Source: an optimization exercise on an open RTL-to-GDS flow (aim: small area). Production flows keep margins and buffers that such runs may drop.
RTL that was checked went through simulation tests only; none was proved equivalent to the original.
For runs 1 and 2, only the layout was checked, not whether the RTL still works.
Power is estimated from default activity; no workload was simulated.

`flow/design.v`:
```
module sync_block (
    input         clock,
    input         reset,
    input  [7:0]  strategy_sel,
    input         start,
    input         fg_opto,
    input         phase,
    input         wire_sensor,
    input         detector_ready,
    input  [31:0] fg_open_delay,
    input  [31:0] detector_ready_timeout,
    input  [31:0] phase_shift,
    input  [31:0] detonate_len,
    input  [31:0] trigger_len,
    output        detonator_triggered,
    output        output_trigger,
    output        valid_scenario,
    output [7:0]  scenario_state
);
wire s0 = (strategy_sel == 8'd0);
wire s1 = (strategy_sel == 8'd1);
wire s2 = (strategy_sel == 8'd2);
wire s3 = (strategy_sel == 8'd3);
wire s4 = (strategy_sel == 8'd4);
wire valid = s1 | s2 | s3 | s4;
reg [3:0]  st;
reg [31:0] cnt;
reg        det, trig;
reg        start_p, fg_p, wire_p, phase_p;
wire start_e = start & ~start_p;
wire fg_e    = fg_opto & ~fg_p;
wire wire_e  = wire_sensor & ~wire_p;
wire phase_e = phase & ~phase_p;
wire is_fgo  = (st == 4'd2);                                    
wire is_det  = (s1 | s3) & (st == 4'd3);
wire is_tp   = (s1 & st == 4'd5) | (s2 & st == 4'd3) | (s3 & st == 4'd7) | (s4 & st == 4'd5);
wire is_wpd  = (s3 & st == 4'd6) | (s4 & st == 4'd4);
wire is_db   = (s1 & st == 4'd6) | (s3 & st == 4'd8);
wire is_dw   = (s1 & st == 4'd7) | (s3 & st == 4'd9);
wire is_test = s0 & st[0];
wire [31:0] lim = ({32{is_fgo}} & fg_open_delay) | ({32{is_det}} & detonate_len) |
                  ({32{is_tp}} & trigger_len) | ({32{is_wpd}} & phase_shift) |
                  ({32{is_dw}} & detector_ready_timeout);
wire [32:0] bw;
assign bw[0] = 1'b0;
genvar gi;
generate for (gi = 0; gi < 32; gi = gi + 1) begin : g_lt
    assign bw[gi+1] = (~cnt[gi] & lim[gi]) | (~cnt[gi] & bw[gi]) | (lim[gi] & bw[gi]);
end endgenerate
wire lt = bw[32];
wire inc = is_test | ((is_fgo | is_det | is_tp | is_wpd) & lt) | (is_dw & lt & ~detector_ready);
wire keep = inc | is_tp | is_db;
reg [3:0] st_n;
always @(*) begin
    st_n = st;
    if (s0) begin
        if (st == 4'd0 && start) st_n = 4'd1;
    end else if (valid) begin
        case (st)
            4'd0: if (start_e) st_n = 4'd1;
            4'd1: if (fg_e) st_n = 4'd2;
            4'd2: if (!lt) st_n = 4'd3;
            default: ;
        endcase
        if (is_det & !lt) st_n = 4'd4;
        if (is_tp & !lt) st_n = (s1 | s3) ? st + 4'd1 : 4'd0;
        if (is_wpd & !lt) st_n = st + 4'd1;
        if (s3 & st == 4'd4 & wire_e) st_n = 4'd5;
        if (s1 & st == 4'd4 & wire_e) st_n = 4'd5;
        if ((s3 & st == 4'd5 | s4 & st == 4'd3) & phase_e) st_n = st + 4'd1;
        if (is_db & ~detector_ready) st_n = st + 4'd1;
        if (is_dw & ~(lt & ~detector_ready)) st_n = st + 4'd1;
        if ((s1 & st == 4'd8 | s3 & st == 4'd10) & ~start) st_n = 4'd0;
    end
end
always @(posedge clock) begin
    start_p <= start;
    fg_p    <= fg_opto;
    wire_p  <= wire_sensor;
    phase_p <= phase;
    cnt <= (cnt + {31'd0, inc}) & {32{keep & ~reset}};
    if (reset) begin
        st   <= 4'd0;
        det  <= 1'b0;
        trig <= 1'b0;
    end else begin
        st   <= st_n;
        det  <= is_det & lt;
        trig <= (is_tp & lt) | (s3 & is_wpd & ~lt);
    end
end
assign detonator_triggered = det;
assign output_trigger      = trig;
assign valid_scenario      = valid;
assign scenario_state      = {cnt[6:3] & {4{s0}}, (cnt[2:0] & {3{s0}}) | st[3:1], st[0]};
endmodule
```
`flow/flow/run.sh`:
```
#!/bin/bash
# Standard layout, with two changes:
#  - the port buffers use the smallest buffer cell (buf_1);
#  - synthesis maps logic with an area-oriented ABC script (flow/abc_area.script).
# Every tool's output goes to a log file in this folder.
set -euo pipefail
HERE=$(pwd)
mkdir -p "$HERE/scripts"
cp -r "$FLOW_HOME/scripts/." "$HERE/scripts/"
cp "$HERE/flow/abc_area.script" "$HERE/scripts/abc_area.script"
export SCRIPTS_DIR="$HERE/scripts"
export ABC_AREA=1
export BUFFER_PORTS_ARGS="-buffer_cell sky130_fd_sc_hd__buf_1"
bash standard.sh > standard_flow.log 2>&1
```
`flow/flow/abc_area.script`:
```
strash
&get -n
&st
&dch
&nf -a
&put
topo
```
`flow/standard.sh`:
```
#!/bin/bash
# synth_recipe.tcl (not shown) runs the flow's synth.tcl, then flattens the netlist and writes it again
# the make line also repeats each setting of config.mk as NAME=value (left out here)
make -C /OpenROAD-flow-scripts/flow DESIGN_CONFIG=/design/flow/config.mk WORK_HOME=/design/flow/orfs CLKGATE_MAP_FILE= SYNTH_SCRIPT=/design/flow/synth_recipe.tcl "${@:-finish}"
```
`flow/config.mk`:
```
export PLATFORM = sky130hd
export DESIGN_NAME = sync_block
export DESIGN_NICKNAME = sync_block
export VERILOG_FILES = /design/flow/design.v
export SDC_FILE = /design/flow/constraint.sdc
export NUM_CORES = 4
export LEC_CHECK = 0
export CAP_MARGIN = 20
export CORE_MARGIN = 2
export CORE_UTILIZATION = 40
export GPL_TIMING_DRIVEN = 0
export SLEW_MARGIN = 20
```
`flow/constraint.sdc`:
```
create_clock -name core_clock -period 6.0 [get_ports {clock}]
set_input_delay 1.2000 -clock core_clock [delete_from_list [all_inputs] [get_ports {clock}]]
set_output_delay 1.2000 -clock core_clock [all_outputs]
set_load 0.01 [all_outputs]
```
==> impl_metrics.toml, run 1 <==
[clock_tree]
clkLatencyLatePin_ns = 0.30
htree_levels = 2
numCtsBuffers = 5
cts_buffer_depth = 2
cts_root_buf = "clkbuf_8"
cts.sinks = 42
cts_tree = "done"
clk_pin_slew_ns = 0.08

[synth]
synth_edf_count = 0
synthCells = 450
async_flop_share_pct = 0
yosysUniqueCellTypes = 45
syn-num-nets = 631
ys_seq_elements = 42
yosysSeqAreaShare_pct = 25.8
synthFlopType = "dfxtp_1"
ys_warn_count = 1
netlist_area_um2 = 3260
syn_avg_cell_area_um2 = 7.25

[setup_path]
critPathSlowestCell = "maj3_2"
crit_family = "simple AND/OR/NAND/NOR gates"
cp_common_cell = "and3_4"
rr_startpoint = "st[2]"
crit_buf_inv = 5
critPathMaxStageDelay_ns = 0.32
worstSetupStartpointType = "input pin"
required_ns = 6.19
cp.arrival_ns = 9.19
r2r_end = "cnt[30]"
crit_path_end_kind = "flip-flop"
crit_path_end = "cnt[30]"
cp_num_cells = 52
crit_start = "strategy_sel[6]"
path_max_fanout = 8
r2r_slack_ns = -2.85
path_class = "input pin to flip-flop"
r2r_cells = 47

[global_routing]
grt_pass1_wl_um = 20200
grt_max_degree = 35
grt_use_total_pct = 28.0
grt-ovfl-total = 0
grt_pass1_vias = 4321
grt_antenna_before_repair = 0

[timing]
hold_violations = 0
fin_ws_ns = -3.00
fmax_mhz = 111
tns_ns = -62.71
slew_viol_final = 0
rsz0062_at_grt = "yes"
whs_ns = 0.563
skew_ns = 0.00664
final.period_utilization_pct = 150
setup_violations = 38
tightest_slew_ns = 0.734
slew_headroom_pct = 51.1
post-route-min-period_ns = 9.00

[placement]
gp_congestion = 0.922
dpl.hpwl_um = 8810
dp.cells = 743
post_dp_cell_area_um2 = 4340
dp_worst_setup_slack_ns = -4.44
portBuffers = 185

[run]
cap_violations = 0

[pwr]
vdd_drop_max_mv = 0.0785
power.density_nw_per_um2 = 117
power_leakage_nw = 1.84
p_total_mw = 0.593

[route]
drc = 0
wl_um = 12800
num_vias = 4613
dr.pass1.iters = 6
ant_nets = 0
wl_per_cell_um = 16.0
drtIter0Drc = 314
vias_per_cell = 5.77

[floorplanning]
row_count = 32
initial_utilization_pct = 41.8
die_width_um = 94.3
ioPinCount = 186
core_um2 = 7810
die-height_um = 94.3
dieArea_um2 = 8900

[cells_and_area]
final_util_pct = 65.0
layout-drive-gt1-share_pct = 18.5
final_cells = 800
n_antenna_cell = 0
area_growth_pct = 55.4
stdcell_area_um2 = 5070
fin_nets = 879
nFillCells = 713

[hold_path]
worst_hold_path_type = "flip-flop to flip-flop"

[outcome]
so_faults = "setup timing"
status = "failed layout checks"
## metal layers
metal	track usage [%]	vias up	routed length, µm	part of all wire [%]
li1	-	2253	-	-
met1	35.7	2175	5510	43
met4	7.61	0	150	1.2
met5	0	-	0	0
met3	3.69	14	678	5.3
met2	49.3	171	6430	50
## cells by family (layout without fill, tap and decap cells)
| family | Yosys count | in the layout | share of synthesized area (%) |
|---|---|---|---|
| buffers and inverters | 11 | 256 | 1.38 |
| DFF | 42 | 42 | 25.8 |
| xor gates and xnor gates | 19 | 19 | 5.10 |
| and+or+nand+nor | 221 | 222 | 31.8 |
| AOI/OAI and AO/OA | 144 | 146 | 31.5 |
| adders and majority gates | 13 | 13 | 4.45 |
## repair_timing
| action | CTS | global route |
|---|---|---|
| gates cloned | 3 | 0 |
| setup endpoints to repair | 38 | 38 |
| hold buffers | 0 | 0 |
| resized for setup | 49 | 16 |
| pin swaps | 33 | 27 |
| setup buffers | 56 | 14 |
## cell type report
| class | count | area (µm²) | area share [%] |
|---|---|---|---|
| Buffer | 1 | 7.51 | 0.148 |
| Clock buffer | 6 | 82.6 | 1.63 |
| Clock inverter | 1 | 30.0 | 0.592 |
| Inverter | 10 | 40.0 | 0.790 |
| Multi-Input combinational cell | 400 | 2760 | 54.3 |
| Sequential cell | 42 | 841 | 16.6 |
| Tap cell | 102 | 128 | 2.52 |
| Timing Repair Buffer | 238 | 1190 | 23.4 |
## tightest hold or removal path, delay by kind of cell, from the launching register on
kind	cells	cell delay (ns)
flops	1	0.36
simple gates	1	0.05
compound gates	1	0.12
## flip-flops by register name, summed over array words and instances, names as in the netlist
name / flops
start_p: 1
fg_p: 1
det: 1
phase_p: 1
st: 4
wire_p: 1
trig: 1
cnt: 32
## Yosys cell counts, types with 2 or more instances
| cell | instances | area [µm²] |
|---|---|---|
| a211oi_1 | 4 | 30.0 |
| a22o_1 | 6 | 52.6 |
| nor3_1 | 16 | 80.1 |
| a31oi_1 | 10 | 62.6 |
| o22ai_1 | 10 | 62.6 |
| or2_0 | 2 | 12.5 |
| nand2_1 | 92 | 345 |
| and4_1 | 4 | 35.0 |
| nand4_1 | 14 | 87.6 |
| maj3_1 | 7 | 70.1 |
| o211ai_1 | 2 | 15.0 |
| and2_0 | 9 | 56.3 |
| nor4b_1 | 4 | 35.0 |
| a21oi_1 | 48 | 240 |
| a222oi_1 | 32 | 320 |
| o21ai_0 | 7 | 35.0 |
| dfxtp_1 | 42 | 841 |
| nand3_1 | 8 | 40.0 |
| a21o_1 | 4 | 30.0 |
| clkinv_1 | 10 | 37.5 |
| nor4_1 | 2 | 12.5 |
| xor2_1 | 6 | 52.6 |
| ha_1 | 6 | 75.1 |
| nor2b_1 | 5 | 31.3 |
| a22oi_1 | 5 | 37.5 |
| nor2_1 | 45 | 169 |
| xnor2_1 | 13 | 114 |
| and3_1 | 16 | 100 |
| o22a_1 | 5 | 43.8 |
## cells in the final DEF (no fill, tap or decap), types with 3 or more instances in the layout
cell type / instances
and2_0: 7
nor2_2: 3
dfxtp_1: 42
buf_6: 10
a21oi_2: 3
a21o_1: 4
nor2_1: 39
o22ai_1: 9
xor2_1: 6
xnor2_1: 13
a211oi_1: 4
nor3_1: 15
a22o_1: 6
o21ai_1: 3
nand2_1: 85
ha_1: 4
a22oi_1: 5
and3_4: 8
nand3_1: 7
a21oi_1: 43
nand4_1: 14
and3_1: 7
nand2_2: 4
o22a_1: 5
nor2b_1: 3
clkbuf_8: 6
maj3_2: 7
buf_1: 179
a31oi_1: 9
buf_4: 45
a222oi_1: 32
nand2_4: 3
nor2_4: 3
clkinv_1: 8
## report_power, final
part	internal [mW]	switching, mW	leakage (nW)
Sequential	0.280	0.000698	0.340
Clock	0.133	0.0997	0.0573
Combinational	0.0435	0.0355	1.44
## worst min path at each step
| stage | slack (ns) | from | endpoint | cells after the start |
|---|---|---|---|---|
| 6_report | 0.56 | cnt[9] | cnt[9] | 2 |
| 5_1_grt | 0.58 | cnt[9] | cnt[9] | 2 |
| 4_1_cts | 0.56 | cnt[13] | cnt[13] | 2 |
| 3_5_place_dp | 0.55 | cnt[13] | cnt[13] | 2 |
| 3_3_place_gp | 0.54 | st[1] | st[1] | 2 |
| 2_1_floorplan | 0.51 | cnt[31] | cnt[31] | 2 |
==> run 2, diff against run 1 <==
==> flow/design.v (replaced) <==
module sync_block (
    input         clock,
    input         reset,
    input  [7:0]  strategy_sel,
    input         start,
    input         fg_opto,
    input         phase,
    input         wire_sensor,
    input         detector_ready,
    input  [31:0] fg_open_delay,
    input  [31:0] detector_ready_timeout,
    input  [31:0] phase_shift,
    input  [31:0] detonate_len,
    input  [31:0] trigger_len,
    output        detonator_triggered,
    output        output_trigger,
    output        valid_scenario,
    output [7:0]  scenario_state
);
localparam [3:0] IDLE = 4'd0, FG_WAIT_OPTO = 4'd1, FG_WAIT_OPEN = 4'd2, DETONATE = 4'd3,
                 WIRE_TRIGGER = 4'd4, WAIT_PHASE_FRONT = 4'd5, WAIT_PHASE_DELAY = 4'd6,
                 TRIGGER_PROLONG = 4'd7, DETECTOR_BUSY = 4'd8, DETECTOR_WAIT = 4'd9,
                 DETECTOR_FINISHED = 4'd10;
wire s0 = (strategy_sel == 8'd0);
wire s1 = (strategy_sel == 8'd1);
wire s2 = (strategy_sel == 8'd2);
wire s3 = (strategy_sel == 8'd3);
wire s4 = (strategy_sel == 8'd4);
wire valid = s1 | s2 | s3 | s4;
reg [3:0]  st;       
reg [31:0] cnt;
reg        det, trig;
reg        start_p, fg_p, wire_p, phase_p;
wire start_e = start & ~start_p;
wire fg_e    = fg_opto & ~fg_p;
wire wire_e  = wire_sensor & ~wire_p;
wire phase_e = phase & ~phase_p;
wire is_fgo  = (st == FG_WAIT_OPEN);
wire is_det  = (st == DETONATE);
wire is_wpd  = (st == WAIT_PHASE_DELAY);
wire is_tp   = (st == TRIGGER_PROLONG);
wire is_db   = (st == DETECTOR_BUSY);
wire is_dw   = (st == DETECTOR_WAIT);
wire is_test = s0 & st[0];
wire [31:0] lim = ({32{is_fgo}} & fg_open_delay) | ({32{is_det}} & detonate_len) |
                  ({32{is_tp}} & trigger_len) | ({32{is_wpd}} & phase_shift) |
                  ({32{is_dw}} & detector_ready_timeout);
wire [32:0] bw;
assign bw[0] = 1'b0;
genvar gi;
generate for (gi = 0; gi < 32; gi = gi + 1) begin : g_lt
    assign bw[gi+1] = (~cnt[gi] & lim[gi]) | (~cnt[gi] & bw[gi]) | (lim[gi] & bw[gi]);
end endgenerate
wire lt = bw[32];
wire inc  = is_test | ((is_fgo | is_det | is_tp | is_wpd) & lt) | (is_dw & lt & ~detector_ready);
wire keep = inc | is_tp | is_db;
wire [31:0] all_ones_below;
assign all_ones_below[0] = 1'b1;
generate for (gi = 1; gi < 32; gi = gi + 1) begin : g_inc
    assign all_ones_below[gi] = all_ones_below[gi-1] & cnt[gi-1];
end endgenerate
reg [3:0] st_n;
always @(*) begin
    st_n = st;
    if (s0) begin
        if (st == IDLE && start) st_n = FG_WAIT_OPTO;
    end else if (valid) begin
        case (st)
            IDLE:              if (start_e) st_n = FG_WAIT_OPTO;
            FG_WAIT_OPTO:      if (fg_e) st_n = FG_WAIT_OPEN;
            FG_WAIT_OPEN:      if (!lt) st_n = s2 ? TRIGGER_PROLONG : s4 ? WAIT_PHASE_FRONT : DETONATE;
            DETONATE:          if (!lt) st_n = WIRE_TRIGGER;
            WIRE_TRIGGER:      if (wire_e) st_n = s1 ? TRIGGER_PROLONG : WAIT_PHASE_FRONT;
            WAIT_PHASE_FRONT:  if (phase_e) st_n = WAIT_PHASE_DELAY;
            WAIT_PHASE_DELAY:  if (!lt) st_n = TRIGGER_PROLONG;
            TRIGGER_PROLONG:   if (!lt) st_n = (s2 | s4) ? IDLE : DETECTOR_BUSY;
            DETECTOR_BUSY:     if (~detector_ready) st_n = DETECTOR_WAIT;
            DETECTOR_WAIT:     if (!(lt & ~detector_ready)) st_n = DETECTOR_FINISHED;
            DETECTOR_FINISHED: if (~start) st_n = IDLE;
            default:           st_n = IDLE;
        endcase
    end
end
always @(posedge clock) begin
    start_p <= start;
    fg_p    <= fg_opto;
    wire_p  <= wire_sensor;
    phase_p <= phase;
    cnt <= (cnt ^ ({32{inc}} & all_ones_below)) & {32{keep & ~reset}};
    if (reset) begin
        st   <= IDLE;
        det  <= 1'b0;
        trig <= 1'b0;
    end else begin
        st   <= st_n;
        det  <= is_det & lt;
        trig <= (is_tp & lt) | (s3 & is_wpd & ~lt);
    end
end
reg [3:0] st_out;
always @(*) begin
    st_out = st;
    if (s1 & st[3]) st_out = st - 4'd2;                    
    if (s1 & st == TRIGGER_PROLONG) st_out = 4'd5;
    if (s2 & st == TRIGGER_PROLONG) st_out = 4'd3;
    if (s4 & st[2] & (st[1] | st[0])) st_out = st - 4'd2;  
end
assign detonator_triggered = det;
assign output_trigger      = trig;
assign valid_scenario      = valid;
assign scenario_state      = {cnt[6:3] & {4{s0}}, (cnt[2:0] & {3{s0}}) | st_out[3:1], st_out[0]};
endmodule
==> flow/flow/abc_area.script (replaced) <==
strash
dch
map -D 4000
topo
dnsize
==> run 2 against run 1 <==
The run now finishes clean. Setup slack improved by 3.5 ns. Sequential power about the same. Synthesized cell count increased by 29%. First-iteration DRC count decreased by 3.5%. Largest power group unchanged.
==> impl_metrics.toml, run 2 <==
[timing]
slew_viol_final = 0
tightest_slew_ns = 0.977
hold_violations = 0
slew_headroom_pct = 34.7
fmax_mhz = 181
setup_violations = 0
post-route-min-period_ns = 5.54
final.period_utilization_pct = 92.3
fin_ws_ns = 0.461
skew_ns = 0.00488

[clock_tree]
cts_root_buf = "clkbuf_8"
clk_pin_slew_ns = 0.09
htree_levels = 2
cts_hold_buf = 0
cts_tree = "done"
cts.sinks = 42
cts_buffer_depth = 2
numCtsBuffers = 5
clkLatencyLatePin_ns = 0.31

[cells_and_area]
final_util_pct = 56.5
multiInputGateArea_um2 = 2610
largest_reg_flops = 32
regMostFlops = "cnt"
stdcell_area_um2 = 4850
fin_nets = 973
nFillCells = 908
final_cell_mix = "186 x buf_1, 107 x nand2_1, 87 x nor2_1"
regArea_um2 = 851
layout-drive-gt1-share_pct = 7.53
area_growth_pct = 38.3
top_regs = "cnt: 32 flops, st: 4 flops"
final_common_cell = "buf_1"
n_antenna_cell = 0

[route]
drc = 0
vias_per_cell = 5.62
wl_per_cell_um = 15.1
num_vias = 5088
wl_um = 13600
ant_nets = 0
drtIter0Drc = 303
dr.pass1.iters = 5

[floorplanning]
ioPinCount = 186
initial_utilization_pct = 40.8
die-height_um = 97.7
die_width_um = 97.7
row_count = 34
dieArea_um2 = 9540
core_um2 = 8590

[synth]
syn-num-nets = 757
synth_edf_count = 0
yosysMostFrequentCell = "nand2_1"
synthTopCellsByCount = "111 x nand2_1, 93 x nor2_1, 78 x clkinv_1"
yosys.area.top_type = "dfxtp_1"
synthFlopType = "dfxtp_1"
syn_avg_cell_area_um2 = 6.05
synthCells = 580
ys_seq_elements = 42
async_flop_share_pct = 0
synth.top_cell.area_share_pct = 24.0
yosysUniqueCellTypes = 37
netlist_area_um2 = 3510
synthTopCellsByArea = "dfxtp_1 24%, nand2_1 12%, nor2_1 9.9%"
ys_warn_count = 1
yosysSeqAreaShare_pct = 24.0

[placement]
dpl.hpwl_um = 9270
portBuffers = 185
dp_worst_setup_slack_ns = -1.74
gp_congestion = 0.880
post_dp_cell_area_um2 = 4400

[setup_path]
worstSetupStartpointType = "flip-flop"
cp.arrival_ns = 5.78
crit_path_end_kind = "flip-flop"
path_class = "flip-flop to flip-flop"
required_ns = 6.24
cp_common_cell = "o22ai_1"
critPathSlowestCell = "a41oi_4"
path_max_fanout = 15
crit_family = "compound AO/OA/AOI/OAI gates"
critPathMaxStageDelay_ns = 0.49
crit_buf_inv = 2

[global_routing]
grt_pass1_vias = 4615
grt-ovfl-total = 0
grt_max_degree = 25
grt_pass1_wl_um = 21200
grt_antenna_before_repair = 0
grt_use_total_pct = 26.3

[pwr]
power_leakage_nw = 1.54
power.density_nw_per_um2 = 121
vdd_drop_max_mv = 0.0744

[hold_path]
worst_hold_path_type = "flip-flop to flip-flop"

[outcome]
status = "finished clean"

[run]
cap_violations = 0
## run 2: what timing repair did
item                                    CTS  global route
endpoints found under the hold margin     0             0
setup buffers                             6             8
endpoints found under the setup margin   36            36
cloned                                    5             4
resized for setup                        16            15
pin swaps                                 5             5
## run 2: final timing paths
check                             start      end  slack (ns)  depth (start not counted)
worst min register to register  cnt[30]  cnt[30]        0.47                          2
worst max-delay path              st[1]  cnt[22]        0.46                         36
worst min-delay path            cnt[30]  cnt[30]        0.47                          2
worst max register to register    st[1]  cnt[22]        0.46                         36
## run 2: where the power goes
group          switching (mW)  leakage (nW)  internal (mW)
logic                  0.0365          1.14         0.0351
registers             0.00124         0.342          0.280
clock network           0.110        0.0585          0.125
total                   0.148          1.54          0.440
## run 2: worst register-to-register path: cells and delay by family (launching register included)
| kind | cells | cell delay (ns) |
|---|---|---|
| AOI/OAI and AO/OA | 27 | 3.57 |
| and+or+nand+nor | 7 | 1.11 |
| DFF | 1 | 0.43 |
| buffers and inverters | 2 | 0.34 |
## run 2: cell type report
cell class	instances	share of cell area, %
Multi-Input combinational cell	468	53.9
Sequential cell	42	17.5
Timing Repair Buffer	200	17.1
Inverter	78	6.29
Tap cell	108	2.78
Clock buffer	5	1.42
Clock inverter	3	0.902
Buffer	1	0.0773
## run 2: per-layer routing
metal | track usage [%] | vias up | share of wire [%]
met5 | 0 | - | 0
li1 | - | 2528 | -
met2 | 46.7 | 239 | 48
met1 | 33.5 | 2298 | 41
met4 | 7.05 | 0 | 1.7
met3 | 3.45 | 23 | 8.9
## run 2: kinds of logic after synthesis
group,count (synthesis),synth area share (%)
AOI/OAI and AO/OA,166,31.2
adders and majority gates,2,0.713
buffers and inverters,79,8.45
DFF,42,24.0
and+or+nand+nor,291,35.7
## run 2: per-stage QoR
step	instances	setup TNS, ns	hold slack [ns]	power (mW)
finish	905	0	0.469	0.587
global route	905	-0.0403	0.511	0.608
CTS	893	0	0.471	0.585
detailed placement	874	-56.02	0.460	0.354
global placement	873	-62.35	0.453	0.353
floorplan	580	0	0.443	0.306
==> run 3, diff against run 2 <==
--- a/flow/design.v
+++ b/flow/design.v
@@ -30,3 +30,5 @@
 reg [3:0]  st;       
-reg [31:0] cnt;
+reg [31:0] cq;        
+localparam [31:0] CPOL = 32'hFFFFFFFF;
+wire [31:0] cnt = cq ^ CPOL;
 reg        det, trig;
@@ -47,9 +49,15 @@
                   ({32{is_dw}} & detector_ready_timeout);
-wire [32:0] bw;
-assign bw[0] = 1'b0;
-genvar gi;
-generate for (gi = 0; gi < 32; gi = gi + 1) begin : g_lt
-    assign bw[gi+1] = (~cnt[gi] & lim[gi]) | (~cnt[gi] & bw[gi]) | (lim[gi] & bw[gi]);
+wire [3:0] glt, geq;
+genvar gi, gj;
+generate for (gj = 0; gj < 4; gj = gj + 1) begin : g_grp
+    wire [8:0] bw;
+    assign bw[0] = 1'b0;
+    for (gi = 0; gi < 8; gi = gi + 1) begin : g_bit
+        wire c = cnt[8*gj+gi], l = lim[8*gj+gi];
+        assign bw[gi+1] = (~c & l) | (~c & bw[gi]) | (l & bw[gi]);
+    end
+    assign glt[gj] = bw[8];
+    assign geq[gj] = (cnt[8*gj+7:8*gj] == lim[8*gj+7:8*gj]);
 end endgenerate
-wire lt = bw[32];
+wire lt = glt[3] | geq[3] & (glt[2] | geq[2] & (glt[1] | geq[1] & glt[0]));
 wire inc  = is_test | ((is_fgo | is_det | is_tp | is_wpd) & lt) | (is_dw & lt & ~detector_ready);
@@ -88,3 +96,3 @@
     phase_p <= phase;
-    cnt <= (cnt ^ ({32{inc}} & all_ones_below)) & {32{keep & ~reset}};
+    cq <= CPOL ^ ((cnt ^ ({32{inc}} & all_ones_below)) & {32{keep & ~reset}});
     if (reset) begin
==> run 3 against run 2 <==
Still clean on timing, DRC and antenna. Total power decreased by 11%. Maximum frequency decreased by 1.8%. Die area decreased by 5.0%. Final cell count decreased by 8.5%. Combinational power decreased by 7.4%. Clock skew increased by 0.0049 ns. Critical path type is now input pin to flip-flop. Largest cell class unchanged. Highest routed layer unchanged.
==> impl_metrics.toml, run 3 <==
[synth]
yosysMostFrequentCell = "nand2_1"
yosys.area.top_type = "dfxtp_1"
synthFlopType = "dfxtp_1"
ys_seq_elements = 42
synth.top_cell.area_share_pct = 25.3
yosysSeqAreaShare_pct = 25.3
synthTopCellsByCount = "102 x nand2_1, 64 x nand3_1, 62 x a22oi_1"
synth_edf_count = 0
syn_avg_cell_area_um2 = 6.72
syn-num-nets = 696
netlist_area_um2 = 3330
async_flop_share_pct = 0
synthCells = 495
ys_warn_count = 1
yosysUniqueCellTypes = 32
synthTopCellsByArea = "dfxtp_1 25%, a22oi_1 14%, nand2_1 12%"

[cells_and_area]
final_common_cell = "buf_1"
top_regs = "cq: 32 flops, st: 4 flops"
regMostFlops = "cq"
fin_nets = 924
final_util_pct = 59.1
area_growth_pct = 44.4
stdcell_area_um2 = 4810
layout-drive-gt1-share_pct = 11.6
final_cell_mix = "186 x buf_1, 93 x nand2_1, 62 x a22oi_1, 62 x nand3_1, 48 x clkinv_1"
largest_reg_flops = 32
n_antenna_cell = 0

[placement]
post_dp_cell_area_um2 = 4250
dpl.hpwl_um = 8460
dp_worst_setup_slack_ns = -1.12
gp_congestion = 0.868
portBuffers = 185

[setup_path]
cp.arrival_ns = 5.88
worstSetupStartpointType = "input pin"
r2r_cells = 32
critPathSlowestCell = "or4_4"
crit_path_end = "cq[31]"
r2r_slack_ns = 0.38
path_class = "input pin to flip-flop"
path_max_fanout = 4
rr_startpoint = "st[3]"
required_ns = 6.24
r2r_end = "cq[31]"
crit_start = "trigger_len[0]"
crit_path_end_kind = "flip-flop"
critPathMaxStageDelay_ns = 0.43

[timing]
slew_headroom_pct = 36.9
rsz0062_at_grt = "no"
fmax_mhz = 177
whs_ns = 0.475
hold_violations = 0
setup_violations = 0
skew_ns = 0.00980
final.period_utilization_pct = 94.0
slew_viol_final = 0
fin_ws_ns = 0.358
tightest_slew_ns = 0.946
post-route-min-period_ns = 5.64

[run]
cap_violations = 0

[floorplanning]
ioPinCount = 186
row_count = 33
core_um2 = 8130
die-height_um = 95.2
dieArea_um2 = 9070
die_width_um = 95.2
initial_utilization_pct = 40.9

[route]
num_vias = 4642
drtIter0Drc = 232
ant_nets = 0
wl_per_cell_um = 15.5
drc = 0
dr.pass1.iters = 5
wl_um = 12800
vias_per_cell = 5.61

[pwr]
power_frac_clock_pct = 33.9
pwr-share-comb_pct = 12.6
power_leakage_nw = 1.86
power.density_nw_per_um2 = 109
internal_power_mw = 0.393
sequentialPowerShare_pct = 53.5
power.switching_mw = 0.132
vdd_drop_max_mv = 0.0804
switching_share_pct = 25.1

[clock_tree]
cts_hold_buf = 0
htree_levels = 2
cts_root_buf = "clkbuf_8"
cts.sinks = 42
cts_buffer_depth = 2
cts_tree = "done"
clk_pin_slew_ns = 0.09
clkLatencyLatePin_ns = 0.30
numCtsBuffers = 5

[global_routing]
grt_antenna_before_repair = 0
grt-ovfl-total = 0
grt_pass1_vias = 4017
grt_use_total_pct = 27.2
grt_pass1_wl_um = 19100
grt_max_degree = 27

[outcome]
status = "finished clean"

[hold_path]
worst_hold_path_type = "flip-flop to flip-flop"
hold_depth = 2
[run 3: critical path, delay by kind of cell]
family,cells,cell delay [ns]
AO/OA/AOI/OAI,11,1.48
adder cells (fa/ha/maj),1,0.35
AND/OR/NAND/NOR,17,2.60
buffers and inverters,2,0.26
[run 3: through the flow]
step	power, mW	setup TNS (ns)	instances
3_5_place_dp	0.347	-7.33	786
3_3_place_gp	0.346	-19.15	785
4_1_cts	0.525	0	818
6_report	0.525	0	828
5_1_grt	0.545	0	828
2_1_floorplan	0.301	0	495
[run 3: how the worst min path moves through the flow]
stage | slack (ns) | from | end
finish | 0.48 | cq[7] | cq[7]
global route | 0.53 | cq[30] | cq[30]
CTS | 0.48 | cq[7] | cq[7]
detailed placement | 0.45 | cq[7] | cq[7]
global placement | 0.45 | cq[7] | cq[7]
floorplan | 0.44 | cq[7] | cq[7]
[run 3: what timing repair did]
| action | CTS | global route |
|---|---|---|
| endpoints found under the setup margin | 10 | 6 |
| pin swaps | 12 | 10 |
| resized for setup | 19 | 26 |
| endpoints found under the hold margin | 0 | 0 |
| cloned | 5 | 0 |
| setup buffers | 20 | 10 |
[run 3: metal layers]
metal  GRT usage [%]  up-vias  wire [µm]  part of all wire [%]
li1                -     2274          -                     -
met1            36.9     2149       5550                    43
met2            43.9      201       6080                    47
met3            5.45       18        994                   7.7
met4            7.61        0        201                   1.6
met5               0        -          0                     0
[run 3: kinds of logic after synthesis]
logic type / Yosys count / synth area share (%)
AO/OA/AOI/OAI: 127 / 26.2
XOR/XNOR: 2 / 0.526
adder cells (fa/ha/maj): 27 / 10.1
buffers and inverters: 52 / 5.86
flip-flops: 42 / 25.3
AND/OR/NAND/NOR: 245 / 32.1
[run 3: cell type report]
type,count,area (µm²)
buffer,1,3.75
clock buffer,5,68.8
clock inverter,2,10.0
fill,805,3330
inverter,51,198
multi-input combinational,406,2520
sequential,42,848
tap,105,131
timing repair buffer,216,1020
[run 3: power by group through the flow]
stage	logic (mW)	clock network (mW)	registers, mW
after CTS	0.0638	0.180	0.281
after floorplan	0.0128	0	0.288
after global routing	0.0742	0.189	0.281
after detailed placement	0.0598	0	0.288
final	0.0662	0.178	0.281
after global placement	0.0585	0	0.288
==> run 4, diff against run 3 <==
--- a/flow/design.v
+++ b/flow/design.v
@@ -30,5 +30,3 @@
 reg [3:0]  st;       
-reg [31:0] cq;        
-localparam [31:0] CPOL = 32'hFFFFFFFF;
-wire [31:0] cnt = cq ^ CPOL;
+reg [31:0] cnt;
 reg        det, trig;
@@ -96,3 +94,3 @@
     phase_p <= phase;
-    cq <= CPOL ^ ((cnt ^ ({32{inc}} & all_ones_below)) & {32{keep & ~reset}});
+    cnt <= (cnt ^ ({32{inc}} & all_ones_below)) & {32{keep & ~reset}};
     if (reset) begin
==> run 4 against run 3 <==
Highest routed layer unchanged. First-iteration DRC count shrank 18%. Clock-buffer cell count is 2 higher. Hold slack better by 0.020 ns. Still clean on timing, DRC and antenna. Via count is 1.2% lower. Largest cell class unchanged. Setup slack improved by 0.31 ns. Non-clock buffer count fell by 19.
==> impl_metrics.toml, run 4 <==
[outcome]
status = "finished clean"

[timing]
skew_ns = 0.00757
post-route-min-period_ns = 5.33
whs_ns = 0.495
hold_violations = 0
rsz0062_at_grt = "no"
tightest_slew_ns = 0.801
slew_viol_final = 0
setup_violations = 0
fmax_mhz = 187
final.period_utilization_pct = 88.9
slew_headroom_pct = 46.1
tns_ns = 0

[cells_and_area]
fin_nets = 938
stdcell_area_um2 = 4660
multiInputGateArea_um2 = 2400
final_cell_mix = "186 x buf_1, 75 x clkinv_1, 73 x nor2_1, 73 x nand2_1, 63 x a22oi_1"
nFillCells = 833
largest_reg_flops = 32
final_cells = 843
top_regs = "cnt: 32 flops, st: 4 flops"
area_growth_pct = 34.2
layout-drive-gt1-share_pct = 4.34
n_antenna_cell = 0
regMostFlops = "cnt"
regArea_um2 = 842
final_common_cell = "buf_1"

[synth]
synth.top_cell.area_share_pct = 24.2
ys_seq_elements = 42
synthTopCellsByCount = "78 x clkinv_1, 78 x nor2_1, 73 x nand2_1"
syn_avg_cell_area_um2 = 6.51
async_flop_share_pct = 0
synthTopCellsByArea = "dfxtp_1 24%, a22oi_1 14%, ha_1 9.4%"
synth_edf_count = 0
yosysSeqAreaShare_pct = 24.2
ys_warn_count = 1
yosys.area.top_type = "dfxtp_1"
synthCells = 533
syn-num-nets = 734
yosysUniqueCellTypes = 26
netlist_area_um2 = 3470
synthFlopType = "dfxtp_1"

[route]
drtIter0Drc = 191
wl_um = 11500
dr.pass1.iters = 5
num_vias = 4584
wl_per_cell_um = 13.6
vias_per_cell = 5.44
drc = 0
ant_nets = 0

[clock_tree]
cts.sinks = 42
cts_root_buf = "clkbuf_8"
cts_hold_buf = 0
clk_pin_slew_ns = 0.08
cts_buffer_depth = 2
clkLatencyLatePin_ns = 0.29
cts_tree = "done"
htree_levels = 2
numCtsBuffers = 5

[setup_path]
cp_common_cell = "clkinv_1"
path_class = "flip-flop to flip-flop"
worstSetupStartpointType = "flip-flop"
crit_path_end_kind = "flip-flop"
critPathMaxStageDelay_ns = 0.43
rr_startpoint = "st[2]"
cp.arrival_ns = 5.54
crit_start = "st[2]"
required_ns = 6.21
path_max_fanout = 19
critPathSlowestCell = "dfxtp_1"

[global_routing]
grt_max_degree = 33
grt-ovfl-total = 0
grt_antenna_before_repair = 0
grt_pass1_wl_um = 19300
grt_pass1_vias = 4258
grt_use_total_pct = 23.8

[pwr]
power_leakage_nw = 1.54
p_total_mw = 0.561
vdd_drop_max_mv = 0.0845
power.density_nw_per_um2 = 120

[floorplanning]
initial_utilization_pct = 41.8
die_width_um = 97.2
row_count = 33
ioPinCount = 186
core_um2 = 8300
die-height_um = 97.2
dieArea_um2 = 9440

[placement]
dp.cells = 828
dpl.hpwl_um = 9360
gp_congestion = 0.880
post_dp_cell_area_um2 = 4450
portBuffers = 185

[run]
cap_violations = 0

[hold_path]
hold_start = "cnt[11]"
worst_hold_path_type = "flip-flop to flip-flop"
[run 4: cell types whose count changed after synthesis, moves of 4 or more]
| cell | before | now |
|---|---|---|
| nor3_1 | 8 | 41 |
| nand2_1 | 102 | 73 |
| nor2_1 | 49 | 78 |
| clkinv_1 | 51 | 78 |
| nand3_1 | 64 | 41 |
| or2_2 | 7 | 1 |
| a21oi_1 | 22 | 26 |
| nand4_1 | 10 | 14 |
[run 4: critical path: cells and delay by family, from the launching register on]
kind                     cells  cell delay, ns
AO/OA/AOI/OAI                8            1.01
adder cells (fa/ha/maj)      1            0.36
buffers and inverters        8            0.86
flip-flops                   1            0.43
AND/OR/NAND/NOR             19            2.57
[run 4: power breakdown]
| group | leakage, nW | switching [mW] | internal, mW |
|---|---|---|---|
| sequential | 0.340 | 0.000681 | 0.280 |
| clock | 0.0524 | 0.0941 | 0.125 |
| combinational | 1.15 | 0.0296 | 0.0318 |
| total | 1.54 | 0.124 | 0.437 |
[run 4: routing by layer]
layer	share of wire [%]	up-vias	global-route usage, %
met3	6.2	4	4.39
met1	46	2076	31.9
li1	-	2337	-
met5	0	-	0
met4	0.40	0	3.79
met2	47	167	40.5
[run 4: logic make-up (layout without fill, tap and decap cells)]
| logic type | after synthesis | count (layout) | share of synthesized area (%) |
|---|---|---|---|
| AND/OR/NAND/NOR | 253 | 253 | 31.8 |
| AO/OA/AOI/OAI | 132 | 132 | 25.8 |
| buffers and inverters | 79 | 284 | 8.54 |
| flip-flops | 42 | 42 | 24.2 |
| adder cells (fa/ha/maj) | 27 | 27 | 9.66 |
[run 4: layout make-up]
| class | count | area share [%] |
|---|---|---|
| clock inverters | 1 | 0.644 |
| clock buffers | 7 | 1.64 |
| inverters | 78 | 6.85 |
| repair buffers | 197 | 18.4 |
| flip-flops and latches | 42 | 18.1 |
| well taps | 105 | 2.82 |
| plain buffers | 1 | 0.0806 |
| multi-input cells | 412 | 51.5 |
[run 4: repair_timing]
item,CTS,global route
resized for setup,2,10
pin swaps,3,2
buffers inserted,3,4
setup endpoints to repair,23,5
endpoints found under the hold margin,0,0
[run 4: metrics by stage]
| stage | worst slack, ns | util, % |
|---|---|---|
| floorplan | 0.193 | - |
| global placement | -2.66 | 51.8 |
| detailed placement | -0.395 | 53.7 |
| CTS | 0.0121 | 55.3 |
| global route | 0.0273 | 56.1 |
| finish | 0.667 | 56.1 |
[run 4: worst paths after layout]
kind | slack [ns] | cells after the start | end
worst max-delay path | 0.67 | 36 | cnt[30]
worst min-delay path | 0.50 | 2 | cnt[11]
worst max register to register | 0.67 | 36 | cnt[30]
worst min register to register | 0.50 | 2 | cnt[11]
==> run 5, diff against run 4 <==
==> flow/flow/abc_area.script (replaced) <==
strash
dch
map -D 5000
topo
dnsize
--- a/flow/config.mk
+++ b/flow/config.mk
@@ -7,3 +7,3 @@
 export LEC_CHECK = 0
-export CAP_MARGIN = 20
+export CAP_MARGIN = 5
 export CORE_MARGIN = 2
@@ -11,2 +11,2 @@
 export GPL_TIMING_DRIVEN = 0
-export SLEW_MARGIN = 20
+export SLEW_MARGIN = 5
==> run 5 against run 4 <==
Combinational power is essentially flat. Hold slack improved by 0.0023 ns. Maximum frequency decreased by 1.7%. Die area unchanged. Critical path depth down 1. Sequential power is essentially flat. Setup slack lost 0.092 ns. Largest cell class unchanged.
==> impl_metrics.toml, run 5 <==
[outcome]
status = "finished clean"

[cells_and_area]
final_common_cell = "buf_1"
largest_reg_flops = 32
area_growth_pct = 32.5
fin_nets = 941
top_regs = "cnt: 32 flops, st: 4 flops"
final_cell_mix = "186 x buf_1, 74 x clkinv_1, 73 x nor2_1, 73 x nand2_1, 63 x a22oi_1"
layout-drive-gt1-share_pct = 4.99
n_antenna_cell = 0
final_cells = 846
nFillCells = 882
regMostFlops = "cnt"

[synth]
synthAdderAreaFrac_pct = 9.66
async_flop_share_pct = 0
synthCells = 533
syn_avg_cell_area_um2 = 6.51
syn-num-nets = 734
yosys.area.top_type = "dfxtp_1"
ys_warn_count = 1
synthFlopType = "dfxtp_1"
synth_xor_area_share_pct = 0
yosys.area_share.simple_pct = 31.8
synthTopCellsByArea = "dfxtp_1 24%, a22oi_1 14%, ha_1 9.4%"
yosysUniqueCellTypes = 26
synth.top_cell.area_share_pct = 24.2
synth_edf_count = 0
netlist_area_um2 = 3470
synth_compound_area_share_pct = 25.8
ys_seq_elements = 42
yosysSeqAreaShare_pct = 24.2
synth_top_family_by_area = "simple AND/OR/NAND/NOR gates"
synthMuxAreaShare_pct = 0
synthTopCellsByCount = "78 x clkinv_1, 78 x nor2_1, 73 x nand2_1"

[clock_tree]
cts_hold_buf = 0
cts_tree = "done"
numCtsBuffers = 5
clkLatencyLatePin_ns = 0.30
cts_buffer_depth = 2
cts_root_buf = "clkbuf_8"
cts.sinks = 42
clk_pin_slew_ns = 0.09
htree_levels = 2

[floorplanning]
ioPinCount = 186
initial_utilization_pct = 41.8
row_count = 33
die_width_um = 97.2
core_um2 = 8300
die-height_um = 97.2
dieArea_um2 = 9440

[timing]
setup_violations = 0
tightest_slew_ns = 0.969
skew_ns = 0.0106
slew_viol_final = 0
fin_ws_ns = 0.575
hold_violations = 0
fmax_mhz = 184
rsz0062_at_grt = "no"
final.period_utilization_pct = 90.4
post-route-min-period_ns = 5.43
slew_headroom_pct = 35.4
tns_ns = 0

[global_routing]
grt-ovfl-total = 0
grt_antenna_before_repair = 0
grt_pass1_vias = 4407
grt_use_total_pct = 25.1
grt_pass1_wl_um = 20200
grt_max_degree = 33

[setup_path]
r2r_end = "cnt[30]"
r2r_slack_ns = 0.57
critPathMaxStageDelay_ns = 0.43
path_class = "flip-flop to flip-flop"
required_ns = 6.22
path_max_fanout = 32
rr_startpoint = "st[0]"
cp_common_cell = "clkinv_1"
r2r_cells = 35
cp.arrival_ns = 5.64
critPathSlowestCell = "dfxtp_1"
worstSetupStartpointType = "flip-flop"
crit_path_end_kind = "flip-flop"

[route]
ant_nets = 0
drtIter0Drc = 215
wl_um = 12100
dr.pass1.iters = 5
wl_per_cell_um = 14.2
drc = 0
vias_per_cell = 5.54
num_vias = 4688

[placement]
dp_worst_setup_slack_ns = -0.518
portBuffers = 185
gp_congestion = 0.880
dpl.hpwl_um = 9020
dp.cells = 824

[pwr]
vdd_drop_max_mv = 0.105
power.density_nw_per_um2 = 117
p_total_mw = 0.539
power_leakage_nw = 1.51

[run]
cap_violations = 0

[hold_path]
hold_end = "cnt[11]"
worst_hold_path_type = "flip-flop to flip-flop"
hold_start = "cnt[11]"
hold_depth = 2
-- run 5: cell counts after synthesis --
No cell type changed its count.
-- run 5: worst max path at each step --
stage,from,end,cells after the start
final,st[0],cnt[30],35
after global routing,st[0],cnt[30],37
after global placement,st[2],cnt[17],17
after CTS,st[1],cnt[30],35
after floorplan,st[2],cnt[12],17
after detailed placement,st[2],cnt[30],37
-- run 5: stage by stage --
step                hold WS (ns)  utilization [%]  cell area [µm²]
finish                     0.497             55.4             4600
CTS                        0.502             54.5             4530
floorplan                  0.471                -             3470
global placement           0.482             51.8             4300
global route               0.524             55.4             4600
detailed placement         0.487             52.5             4360
-- run 5: report_power, final --
| part | switching, mW | internal [mW] | leakage, nW |
|---|---|---|---|
| Clock | 0.104 | 0.0927 | 0.0472 |
| Sequential | 0.000708 | 0.280 | 0.340 |
| Combinational | 0.0296 | 0.0316 | 1.12 |
| Total | 0.134 | 0.405 | 1.51 |
-- run 5: cells by family after synthesis --
family / Yosys count
AND/OR/NAND/NOR: 253
AO/OA/AOI/OAI: 132
buffers and inverters: 79
flip-flops: 42
adder cells (fa/ha/maj): 27
-- run 5: cell type report --
type	instances	area (µm²)	share of cell area [%]
plain buffers	1	3.75	0.0816
well taps	105	131	2.86
inverters	78	319	6.94
clock buffers	6	82.6	1.80
clock inverters	2	12.5	0.272
flip-flops and latches	42	842	18.3
multi-input cells	416	2420	52.7
repair buffers	196	785	17.1
-- run 5: metal layers --
| layer | up-vias | share of wire [%] | global-route usage (%) |
|---|---|---|---|
| met5 | - | 0 | 0 |
| met4 | 0 | 1.5 | 6.72 |
| met3 | 16 | 7.8 | 3.74 |
| met2 | 191 | 47 | 42.6 |
| met1 | 2135 | 44 | 33.3 |
| li1 | 2346 | - | - |
-- run 5: what timing repair did --
action,CTS,global route
gates cloned,4,0
resized for setup,2,11
setup buffers,6,4
pin swaps,4,2
endpoints found under the setup margin,5,4
-- run 5: worst max-delay path, delay by kind of cell (launching register included) --
| kind | cells | cell delay, ns |
|---|---|---|
| AND/OR/NAND/NOR | 19 | 2.70 |
| adder cells (fa/ha/maj) | 1 | 0.36 |
| AO/OA/AOI/OAI | 8 | 1.00 |
| buffers and inverters | 7 | 0.82 |
| flip-flops | 1 | 0.43 |
==> run 6, diff against run 5 <==
--- a/flow/flow/run.sh
+++ b/flow/flow/run.sh
@@ -1,5 +1,6 @@
 #!/bin/bash
-# Standard layout, with two changes:
+# Standard layout, with these changes:
 #  - the port buffers use the smallest buffer cell (buf_1);
-#  - synthesis maps logic with an area-oriented ABC script (flow/abc_area.script).
+#  - synthesis maps logic with an area-oriented ABC script (flow/abc_area.script);
+#  - clock tree synthesis uses clkbuf_8 buffers and no dummy loads.
 # Every tool's output goes to a log file in this folder.
@@ -13,2 +14,3 @@
 export BUFFER_PORTS_ARGS="-buffer_cell sky130_fd_sc_hd__buf_1"
+export CTS_ARGS="-sink_clustering_enable -repair_clock_nets -buf_list sky130_fd_sc_hd__clkbuf_8 -dont_use_dummy_load"
 bash standard.sh > standard_flow.log 2>&1
==> flow/flow/abc_area.script (replaced) <==
strash
dch
map -D 4000
topo
dnsize
==> run 6 against run 5 <==
Synthesized area unchanged. Final area decreased by 0.68%. Sequential power about the same. Clock power decreased by 16%. Critical endpoint unchanged. Combinational power about the same. Clock skew increased by 0.0045 ns. Register-to-register slack got worse by 0.02 ns. Synthesized cell count unchanged. Setup slack got worse by 0.019 ns. Flip-flop and latch count unchanged. Non-clock buffer count unchanged. Sequential share of layout area increased by 0.13 points. Largest power group unchanged.
==> impl_metrics.toml, run 6 <==
[outcome]
status = "finished clean"

[cells_and_area]
fin_nets = 941
final_common_cell = "buf_1"
largest_reg_flops = 32
layout-drive-gt1-share_pct = 4.61
regMostFlops = "cnt"
area_growth_pct = 31.6
stdcell_area_um2 = 4570
top_regs = "cnt: 32 flops, st: 4 flops"
final_cells = 843
final_cell_mix = "186 x buf_1, 74 x clkinv_1, 73 x nor2_1, 73 x nand2_1, 63 x a22oi_1"
n_antenna_cell = 0

[setup_path]
path_class = "flip-flop to flip-flop"
cp.arrival_ns = 5.64
r2r_slack_ns = 0.56
r2r_end = "cnt[30]"
crit_start = "st[0]"
worstSetupStartpointType = "flip-flop"
critPathSlowestCell = "dfxtp_1"
path_max_fanout = 32
r2r_cells = 35
cp_common_cell = "clkinv_1"
critPathMaxStageDelay_ns = 0.44
crit_path_end = "cnt[30]"
required_ns = 6.20
rr_startpoint = "st[0]"
crit_path_end_kind = "flip-flop"

[placement]
dp.cells = 824
gp_congestion = 0.880
portBuffers = 185
post_dp_cell_area_um2 = 4360
dpl.hpwl_um = 9020

[pwr]
vdd_drop_max_mv = 0.101
p_total_mw = 0.506
power_leakage_nw = 1.50
power.density_nw_per_um2 = 111

[synth]
yosysSeqAreaShare_pct = 24.2
synthTopCellsByCount = "78 x clkinv_1, 78 x nor2_1, 73 x nand2_1"
yosys.area.top_type = "dfxtp_1"
ys_seq_elements = 42
yosysUniqueCellTypes = 26
syn_avg_cell_area_um2 = 6.51
netlist_area_um2 = 3470
ys_warn_count = 1
synth.top_cell.area_share_pct = 24.2
async_flop_share_pct = 0
synthTopCellsByArea = "dfxtp_1 24%, a22oi_1 14%, ha_1 9.4%"
synthFlopType = "dfxtp_1"
syn-num-nets = 734
synthCells = 533
synth_edf_count = 0

[global_routing]
use_met3_pct = 3.74
grt_pass1_wl_um = 20100
grt_use_total_pct = 25.0
grt_pass1_vias = 4412
grtUsageMet2_pct = 42.2
gr-usage-met1_pct = 33.1
grt-ovfl-total = 0
top_usage_layer = "met2"
grt_max_degree = 33
grt_antenna_before_repair = 0

[hold_path]
hold_start = "cnt[11]"
hold_depth = 2
worst_hold_path_type = "flip-flop to flip-flop"

[route]
vias_per_cell = 5.54
wl_per_cell_um = 14.3
num_vias = 4674
dr.pass1.iters = 5
ant_nets = 0
drc = 0
drtIter0Drc = 223
wl_um = 12000

[floorplanning]
die-height_um = 97.2
dieArea_um2 = 9440
die_width_um = 97.2
core_um2 = 8300
row_count = 33
ioPinCount = 186
initial_utilization_pct = 41.8

[clock_tree]
clk_pin_slew_ns = 0.07
cts_hold_buf = 0
cts_buffer_depth = 2
htree_levels = 2
cts.sinks = 42
cts_tree = "done"
cts_root_buf = "clkbuf_8"
numCtsBuffers = 5
clkLatencyLatePin_ns = 0.29

[timing]
tns_ns = 0
fmax_mhz = 184
slew_headroom_pct = 36.0
post-route-min-period_ns = 5.44
rsz0062_at_grt = "no"
slew_viol_final = 0
hold_violations = 0
setup_violations = 0
skew_ns = 0.0150
final.period_utilization_pct = 90.7
tightest_slew_ns = 0.960

[run]
cap_violations = 0
[run 6: cell count changes in the layout (fill, tap and decap cells not counted)]
cell,change
clkbuf_8,-1
clkinv_2,-1
clkinvlp_4,-1
nor2_2,+1
nor2_4,-1
[run 6: through the flow]
stage / setup slack, ns / hold slack, ns / util [%]
2_1_floorplan: 0.193 / 0.471 / -
3_3_place_gp: -2.66 / 0.482 / 51.8
3_5_place_dp: -0.518 / 0.487 / 52.5
4_1_cts: 0.0310 / 0.501 / 54.2
5_1_grt: 0.0138 / 0.522 / 55.0
6_report: 0.556 / 0.496 / 55.0
[run 6: layout make-up]
class	count	area, µm²
Timing Repair Buffer	196	785
Inverter	78	319
Tap cell	105	131
Fill cell	882	3730
Sequential cell	42	842
Clock buffer	5	68.8
Multi-Input combinational cell	416	2420
Buffer	1	3.75
[run 6: kinds of logic after synthesis]
logic type	after synthesis	synth area share [%]
AO/OA/AOI/OAI	132	25.8
adder cells (fa/ha/maj)	27	9.66
buffers and inverters	79	8.54
flip-flops	42	24.2
AND/OR/NAND/NOR	253	31.8
[run 6: routing by layer]
layer	vias to the layer above	part of all wire, %
li1	2343	-
met1	2141	45
met5	-	0
met2	178	47
met3	12	6.4
met4	0	1.2
[run 6: what timing repair did]
| action | CTS | global route |
|---|---|---|
| gates cloned | 4 | 0 |
| setup buffers | 6 | 4 |
| gates resized for setup | 2 | 10 |
| setup endpoints to repair | 5 | 4 |
| pin swaps | 4 | 2 |
[run 6: worst max-delay path, delay by kind of cell, from the launching register on]
family / cells / cell delay, ns
DFF: 1 / 0.44
AOI/OAI and AO/OA: 8 / 1.01
and+or+nand+nor: 19 / 2.68
adders and majority gates: 1 / 0.36
buffers and inverters: 7 / 0.84
[run 6: worst min-delay path by stage]
stage / end / slack (ns)
global route: cnt[27] / 0.52
finish: cnt[11] / 0.50
CTS: cnt[26] / 0.50
global placement: cnt[24] / 0.48
detailed placement: cnt[11] / 0.49
floorplan: cnt[31] / 0.47
[run 6: report_power, final]
part / internal [mW] / switching, mW
clock network: 0.0752 / 0.0887
logic: 0.0316 / 0.0295
registers: 0.281 / 0.000720
==> run 7, diff against run 6 <==
--- a/flow/design.v
+++ b/flow/design.v
@@ -30,3 +30,5 @@
 reg [3:0]  st;       
-reg [31:0] cnt;
+reg [31:0] cq;        
+localparam [31:0] CPOL = 32'hFFFFFFFF;
+wire [31:0] cnt = cq ^ CPOL;
 reg        det, trig;
@@ -94,3 +96,3 @@
     phase_p <= phase;
-    cnt <= (cnt ^ ({32{inc}} & all_ones_below)) & {32{keep & ~reset}};
+    cq <= CPOL ^ ((cnt ^ ({32{inc}} & all_ones_below)) & {32{keep & ~reset}});
     if (reset) begin
==> flow/flow/abc_area.script (replaced) <==
strash
&get -n
&st
&dch
&nf -R 50
&put
topo
--- a/flow/config.mk
+++ b/flow/config.mk
@@ -9,4 +9,5 @@
 export CORE_MARGIN = 2
-export CORE_UTILIZATION = 40
+export CORE_UTILIZATION = 50
 export GPL_TIMING_DRIVEN = 0
+export PLACE_DENSITY = 0.75
 export SLEW_MARGIN = 5
==> run 7 against run 6 <==
Routed wire length down 9.9%. Synthesized area decreased by 7.8%. Highest routed layer unchanged. Hold slack improved by 0.0023 ns. First-iteration DRC count is 53% higher. Combinational power shrank 1%. Clock-buffer cell count is the same. Largest cell class unchanged.
==> impl_metrics.toml, run 7 <==
[timing]
post-route-min-period_ns = 5.55
setup_violations = 0
fin_ws_ns = 0.455
skew_ns = 0.0156
slew_headroom_pct = 38.0
tightest_slew_ns = 0.928
slew_viol_final = 0
final.period_utilization_pct = 92.4
fmax_mhz = 180
hold_violations = 0

[global_routing]
grt_pass1_wl_um = 16800
grt-ovfl-total = 0
grt_max_degree = 36
grt_antenna_before_repair = 0
grt_use_total_pct = 28.3
grt_pass1_vias = 3833

[clock_tree]
numCtsBuffers = 5
clk_pin_slew_ns = 0.07
htree_levels = 2
cts_hold_buf = 0
cts_tree = "done"
cts.sinks = 42
cts_root_buf = "clkbuf_8"
clkLatencyLatePin_ns = 0.30
cts_buffer_depth = 2

[synth]
synthMuxAreaShare_pct = 0
syn-num-nets = 605
ys_warn_count = 1
synthCells = 404
netlist_area_um2 = 3200
synthTopCellsByArea = "dfxtp_1 26%, ha_1 10%, a222oi_1 10%"
synth_edf_count = 0
synth_xor_area_share_pct = 1.37
synthFlopType = "dfxtp_1"
syn_avg_cell_area_um2 = 7.93
yosysSeqAreaShare_pct = 26.3
ys_seq_elements = 42
synth_top_family_by_area = "compound AO/OA/AOI/OAI gates"
synthTopCellsByCount = "72 x nand2_1, 42 x dfxtp_1, 32 x a222oi_1, 32 x a22oi_1"
synth.top_cell.area_share_pct = 26.3
yosysMostFrequentCell = "nand2_1"
async_flop_share_pct = 0
yosys.area_share.simple_pct = 27.2
synth_compound_area_share_pct = 33.6
yosysUniqueCellTypes = 39
yosys.area.top_type = "dfxtp_1"
synthAdderAreaFrac_pct = 10.8

[pwr]
sequentialPowerShare_pct = 55.3
power_leakage_nw = 1.61
power.switching_mw = 0.121
internal_power_mw = 0.388
power.density_nw_per_um2 = 120
vdd_drop_max_mv = 0.0960
power_frac_clock_pct = 32.8
switching_share_pct = 23.7
pwr-share-comb_pct = 11.9
p_total_mw = 0.509

[floorplanning]
initial_utilization_pct = 51.0
core_um2 = 6280
dieArea_um2 = 7060
ioPinCount = 186
die_width_um = 84.0
die-height_um = 84.0
row_count = 29

[cells_and_area]
layout-drive-gt1-share_pct = 3.49
fin_nets = 805
area_growth_pct = 32.3
final_cell_mix = "186 x buf_1, 72 x nand2_1, 41 x dfxtp_1"
final_cells = 679
final_common_cell = "buf_1"
top_regs = "cq: 32 flops, st: 4 flops"
n_antenna_cell = 0
largest_reg_flops = 32
regMostFlops = "cq"

[route]
dr.pass1.iters = 6
drc = 0
wl_met1_um = 4560
top_layer = "met4"
wl_met2_um = 5180
wl_um = 10800
dr_wl_met3_um = 903
vias_per_cell = 6.21
wl_per_cell_um = 16.0
drtIter0Drc = 342
num_vias = 4219
ant_nets = 0

[run]
cap_violations = 0

[setup_path]
required_ns = 6.14
path_max_fanout = 18
path_class = "flip-flop to flip-flop"
cp.arrival_ns = 5.68
crit_path_end_kind = "flip-flop"
r2r_slack_ns = 0.45
worstSetupStartpointType = "flip-flop"

[placement]
portBuffers = 185
dp_worst_setup_slack_ns = 0.153
dpl.hpwl_um = 8270
gp_congestion = 0.897
dp.cells = 671

[outcome]
status = "finished clean"

[hold_path]
worst_hold_path_type = "flip-flop to flip-flop"
-- run 7: worst paths after layout --
check	startpoint	to	cells past startpoint
hold reg to reg	cq[30]	cq[30]	2
setup / recovery	st[0]	cq[31]	23
hold / removal	cq[30]	cq[30]	2
setup reg to reg	st[0]	cq[31]	23
-- run 7: logic make-up (layout without fill, tap and decap cells) --
family	Yosys count	in the layout
AOI/OAI and AO/OA	141	141
buffers and inverters	6	203
DFF	42	42
adders and majority gates	28	28
and+or+nand+nor	182	183
xor gates and xnor gates	5	5
-- run 7: area by class of cell --
type	instances	area, µm²
plain buffers	1	3.75
well taps	77	96.3
fillers	575	2040
repair buffers	192	822
multi-input cells	357	2380
clock buffers	5	68.8
flip-flops and latches	42	842
inverters	5	18.8
-- run 7: power by group through the flow --
stage	clock network (mW)	registers (mW)	logic (mW)
2_1_floorplan	0	0.288	0.0114
4_1_cts	0.168	0.281	0.0595
3_3_place_gp	0	0.288	0.0572
5_1_grt	0.181	0.282	0.0670
6_report	0.167	0.281	0.0604
3_5_place_dp	0	0.288	0.0590
-- run 7: metal layers --
layer	up-vias	GRT usage (%)
li1	2057	-
met1	1942	35.3
met2	202	48.3
met3	18	5.84
met4	0	9.68
met5	-	0
-- run 7: per-stage QoR --
| step | hold slack, ns | utilization (%) | cell area (µm²) | TNS, ns |
|---|---|---|---|---|
| 2_1_floorplan | 0.463 | - | 3210 | 0 |
| 3_3_place_gp | 0.485 | 63.8 | 4000 | -35.12 |
| 3_5_place_dp | 0.494 | 65.5 | 4110 | 0 |
| 4_1_cts | 0.503 | 66.6 | 4180 | 0 |
| 5_1_grt | 0.543 | 67.5 | 4240 | -0.0128 |
| 6_report | 0.499 | 67.5 | 4240 | 0 |
-- run 7: worst max-delay path, stage by stage, from the launching register on --
cell	delay, ns
dfxtp_1	0.60
nor2b_1	0.28
and2_2	0.43
buf_16	0.20
a222oi_1	0.09
a21oi_1	0.16
maj3_1	0.17
a21oi_1	0.04
o21ai_0	0.20
maj3_1	0.21
a21oi_1	0.04
o21ai_0	0.20
a21oi_1	0.06
o211ai_1	0.23
a211o_1	0.18
a211oi_2	0.12
nor3b_1	0.33
o31ai_1	0.21
or4_1	0.51
or4_1	0.50
nor2_1	0.26
nand3b_1	0.17
nand2_1	0.11
o211ai_1	0.08
-- run 7: timing repair --
action | CTS | global route
resized for setup | 0 | 4
hold endpoints to repair | 0 | 0
setup endpoints to repair | 0 | 25
buffers inserted | 0 | 2
==> run 8, diff against run 7 <==
--- a/flow/config.mk
+++ b/flow/config.mk
@@ -9,5 +9,5 @@
 export CORE_MARGIN = 2
-export CORE_UTILIZATION = 50
+export CORE_UTILIZATION = 55
 export GPL_TIMING_DRIVEN = 0
-export PLACE_DENSITY = 0.75
+export PLACE_DENSITY = 0.85
 export SLEW_MARGIN = 5
==> run 8 against run 7 <==
Still clean on timing, DRC and antenna. Final area increased by 1.1%. Utilization increased by 9.3 points. Synthesized area unchanged. Clock-buffer cell count unchanged. Non-clock buffer count increased by 5. Hold slack improved by 0.015 ns. First-iteration DRC count increased by 14%. Final cell count decreased by 0.15%. Die area decreased by 8.7%. Critical path depth decreased by 1.
==> impl_metrics.toml, run 8 <==
[clock_tree]
cts_tree = "done"
cts_hold_buf = 0
clkLatencyLatePin_ns = 0.29
cts_root_buf = "clkbuf_8"
clk_pin_slew_ns = 0.08
cts_buffer_depth = 2
numCtsBuffers = 5
cts.sinks = 42
htree_levels = 2

[route]
wl_um = 10900
drc = 0
dr.pass1.iters = 6
vias_per_cell = 6.31
drtIter0Drc = 390
num_vias = 4281
ant_nets = 0
wl_per_cell_um = 16.0

[pwr]
power_leakage_nw = 1.64
p_total_mw = 0.502
power.density_nw_per_um2 = 117
vdd_drop_max_mv = 0.145

[cells_and_area]
n_antenna_cell = 0
stdcell_area_um2 = 4280
final_cell_mix = "186 x buf_1, 72 x nand2_1, 40 x dfxtp_1"
final_common_cell = "buf_1"
layout-drive-gt1-share_pct = 4.13
top_regs = "cq: 32 flops, st: 4 flops"
regMostFlops = "cq"
area_growth_pct = 33.7
fin_nets = 809
largest_reg_flops = 32
final_util_pct = 76.8

[synth]
yosysSeqAreaShare_pct = 26.3
async_flop_share_pct = 0
ys_seq_elements = 42
yosysUniqueCellTypes = 39
netlist_area_um2 = 3200
synth_edf_count = 0
syn_avg_cell_area_um2 = 7.93
synthFlopType = "dfxtp_1"
syn-num-nets = 605
yosys.area.top_type = "dfxtp_1"
synth.top_cell.area_share_pct = 26.3
ys_warn_count = 1
synthCells = 404
synthTopCellsByArea = "dfxtp_1 26%, ha_1 10%, a222oi_1 10%"
synthTopCellsByCount = "72 x nand2_1, 42 x dfxtp_1, 32 x a222oi_1, 32 x a22oi_1"
yosysMostFrequentCell = "nand2_1"

[hold_path]
worst_hold_path_type = "flip-flop to flip-flop"
hold_depth = 2
hold_end = "cq[30]"
hold_start = "cq[30]"

[placement]
portBuffers = 185
gp_congestion = 0.941
post_dp_cell_area_um2 = 4130
dpl.hpwl_um = 8390

[setup_path]
path_max_fanout = 15
cp.arrival_ns = 5.82
rr_startpoint = "st[1]"
r2r_cells = 22
required_ns = 6.15
r2r_end = "cq[31]"
path_class = "flip-flop to flip-flop"
worstSetupStartpointType = "flip-flop"
crit_path_end_kind = "flip-flop"
r2r_slack_ns = 0.33

[timing]
rsz0062_at_grt = "no"
tns_ns = 0
fmax_mhz = 176
slew_headroom_pct = 53.1
tightest_slew_ns = 0.697
skew_ns = 0.0232
post-route-min-period_ns = 5.67
whs_ns = 0.514
setup_violations = 0
hold_violations = 0
final.period_utilization_pct = 94.5
slew_viol_final = 0

[floorplanning]
initial_utilization_pct = 57.4
core_um2 = 5570
die_width_um = 80.3
row_count = 27
die-height_um = 80.3
ioPinCount = 186
dieArea_um2 = 6450

[global_routing]
grt-ovfl-total = 0
grt_use_total_pct = 32.1
grt_antenna_before_repair = 0
grt_pass1_wl_um = 16500
grt_pass1_vias = 3837
grt_max_degree = 23

[run]
cap_violations = 0

[outcome]
status = "finished clean"
==> run 8: timing repair <==
item,CTS,global route
resized for setup,0,5
setup endpoints to repair,0,26
buffers inserted,0,6
==> run 8: worst max path at each step <==
| stage | from | endpoint | slack (ns) | cells after the start |
|---|---|---|---|---|
| 5_1_grt | st[1] | cq[31] | 0.006 | 22 |
| 2_1_floorplan | st[0] | cq[31] | 0.67 | 22 |
| 3_3_place_gp | st[0] | cq[16] | -1.12 | 19 |
| 6_report | st[1] | cq[31] | 0.33 | 22 |
| 3_5_place_dp | st[3] | cq[31] | 0.13 | 23 |
| 4_1_cts | st[3] | cq[31] | 0.11 | 23 |
==> run 8: cells by family (layout without fill, tap and decap cells) <==
group | count (synthesis) | count (layout) | share of synthesized area (%)
and+or+nand+nor | 182 | 182 | 27.2
xor gates and xnor gates | 5 | 5 | 1.37
AOI/OAI and AO/OA | 141 | 141 | 33.6
DFF | 42 | 42 | 26.3
adders and majority gates | 28 | 28 | 10.8
buffers and inverters | 6 | 208 | 0.703
==> run 8: per-layer routing <==
metal / wire length [µm] / GRT usage [%]
met5: 0 / 0
met4: 314 / 11.9
met1: 4360 / 38.9
met3: 912 / 4.83
met2: 5270 / 56.8
==> run 8: area by class of cell <==
cell class	count	area, µm²
Buffer	1	3.75
Clock buffer	5	68.8
Fill cell	418	1290
Inverter	5	18.8
Multi-Input combinational cell	356	2380
Sequential cell	42	843
Tap cell	72	90.1
Timing Repair Buffer	197	880
==> run 8: critical path, stage by stage, from the launching register on <==
cell and delay [ns]:
dfxtp_1 0.57, nor2b_1 0.22, and2_1 0.60, a222oi_1 0.23
a21oi_1 0.18, maj3_1 0.17, a21oi_1 0.04, o21ai_0 0.19
maj3_1 0.20, a21oi_1 0.04, o21ai_0 0.23, a21oi_1 0.07
o211ai_1 0.24, a211o_1 0.19, a211oi_2 0.13, nor3b_1 0.38
o31ai_1 0.21, or4_1 0.51, or4_1 0.50, nor2_1 0.26
nand3b_1 0.17, nand2_1 0.10, o211ai_1 0.08
==> run 8: metrics by stage <==
step,cells,setup WS [ns]
global route,678,0.00634
CTS,672,0.107
global placement,661,-1.12
finish,678,0.327
detailed placement,667,0.127
floorplan,404,0.669
==> run 8: report_power, final <==
part	leakage [nW]	switching (mW)	internal (mW)
Combinational	1.26	0.0294	0.0324
Clock	0.0359	0.0842	0.0750
Sequential	0.342	0.000754	0.281
Total	1.64	0.114	0.388

-- re-timing with driven ports --
Ports are ideal in the flow. The routed layouts listed here were re-timed in OpenROAD. Step 1 assumes that a clkbuf_16 drives the clock port and a buf_2 every other input. Step 2 also shifts input and output timing later by t, the mid clock arrival at the registers, as if the neighbouring blocks saw the same clock. a / b / c = ideal / step 1 / step 2; a / b = the first two.
| run | t (ns) | slack for setup (ns) | slew at the worst register clock pin (ns) | worst slew at a driven data input, ns |
|---|---|---|---|---|
| run 1 | 0.321 | -3.004 / -3.009 / -3.330 | 0.08 / 0.08 | 0.05 |
| run 2 | 0.334 | 0.461 / 0.461 / 0.158 | 0.09 / 0.09 | 0.04 |
| run 3 | 0.324 | 0.358 / 0.367 / 0.043 | 0.09 / 0.09 | 0.06 |
| run 4 | 0.319 | 0.667 / 0.667 / 0.585 | 0.08 / 0.08 | 0.06 |
| run 5 | 0.325 | 0.575 / 0.575 / 0.509 | 0.09 / 0.09 | 0.06 |
| run 6 | 0.309 | 0.556 / 0.556 / 0.512 | 0.08 / 0.08 | 0.06 |
| run 7 | 0.319 | 0.455 / 0.455 / 0.455 | 0.08 / 0.08 | 0.05 |
| run 8 | 0.308 | 0.327 / 0.327 / 0.327 | 0.08 / 0.08 | 0.05 |
The setup slack of run 1, which loses most, moves by -0.005 ns with the drivers and by -0.326 ns with both steps.
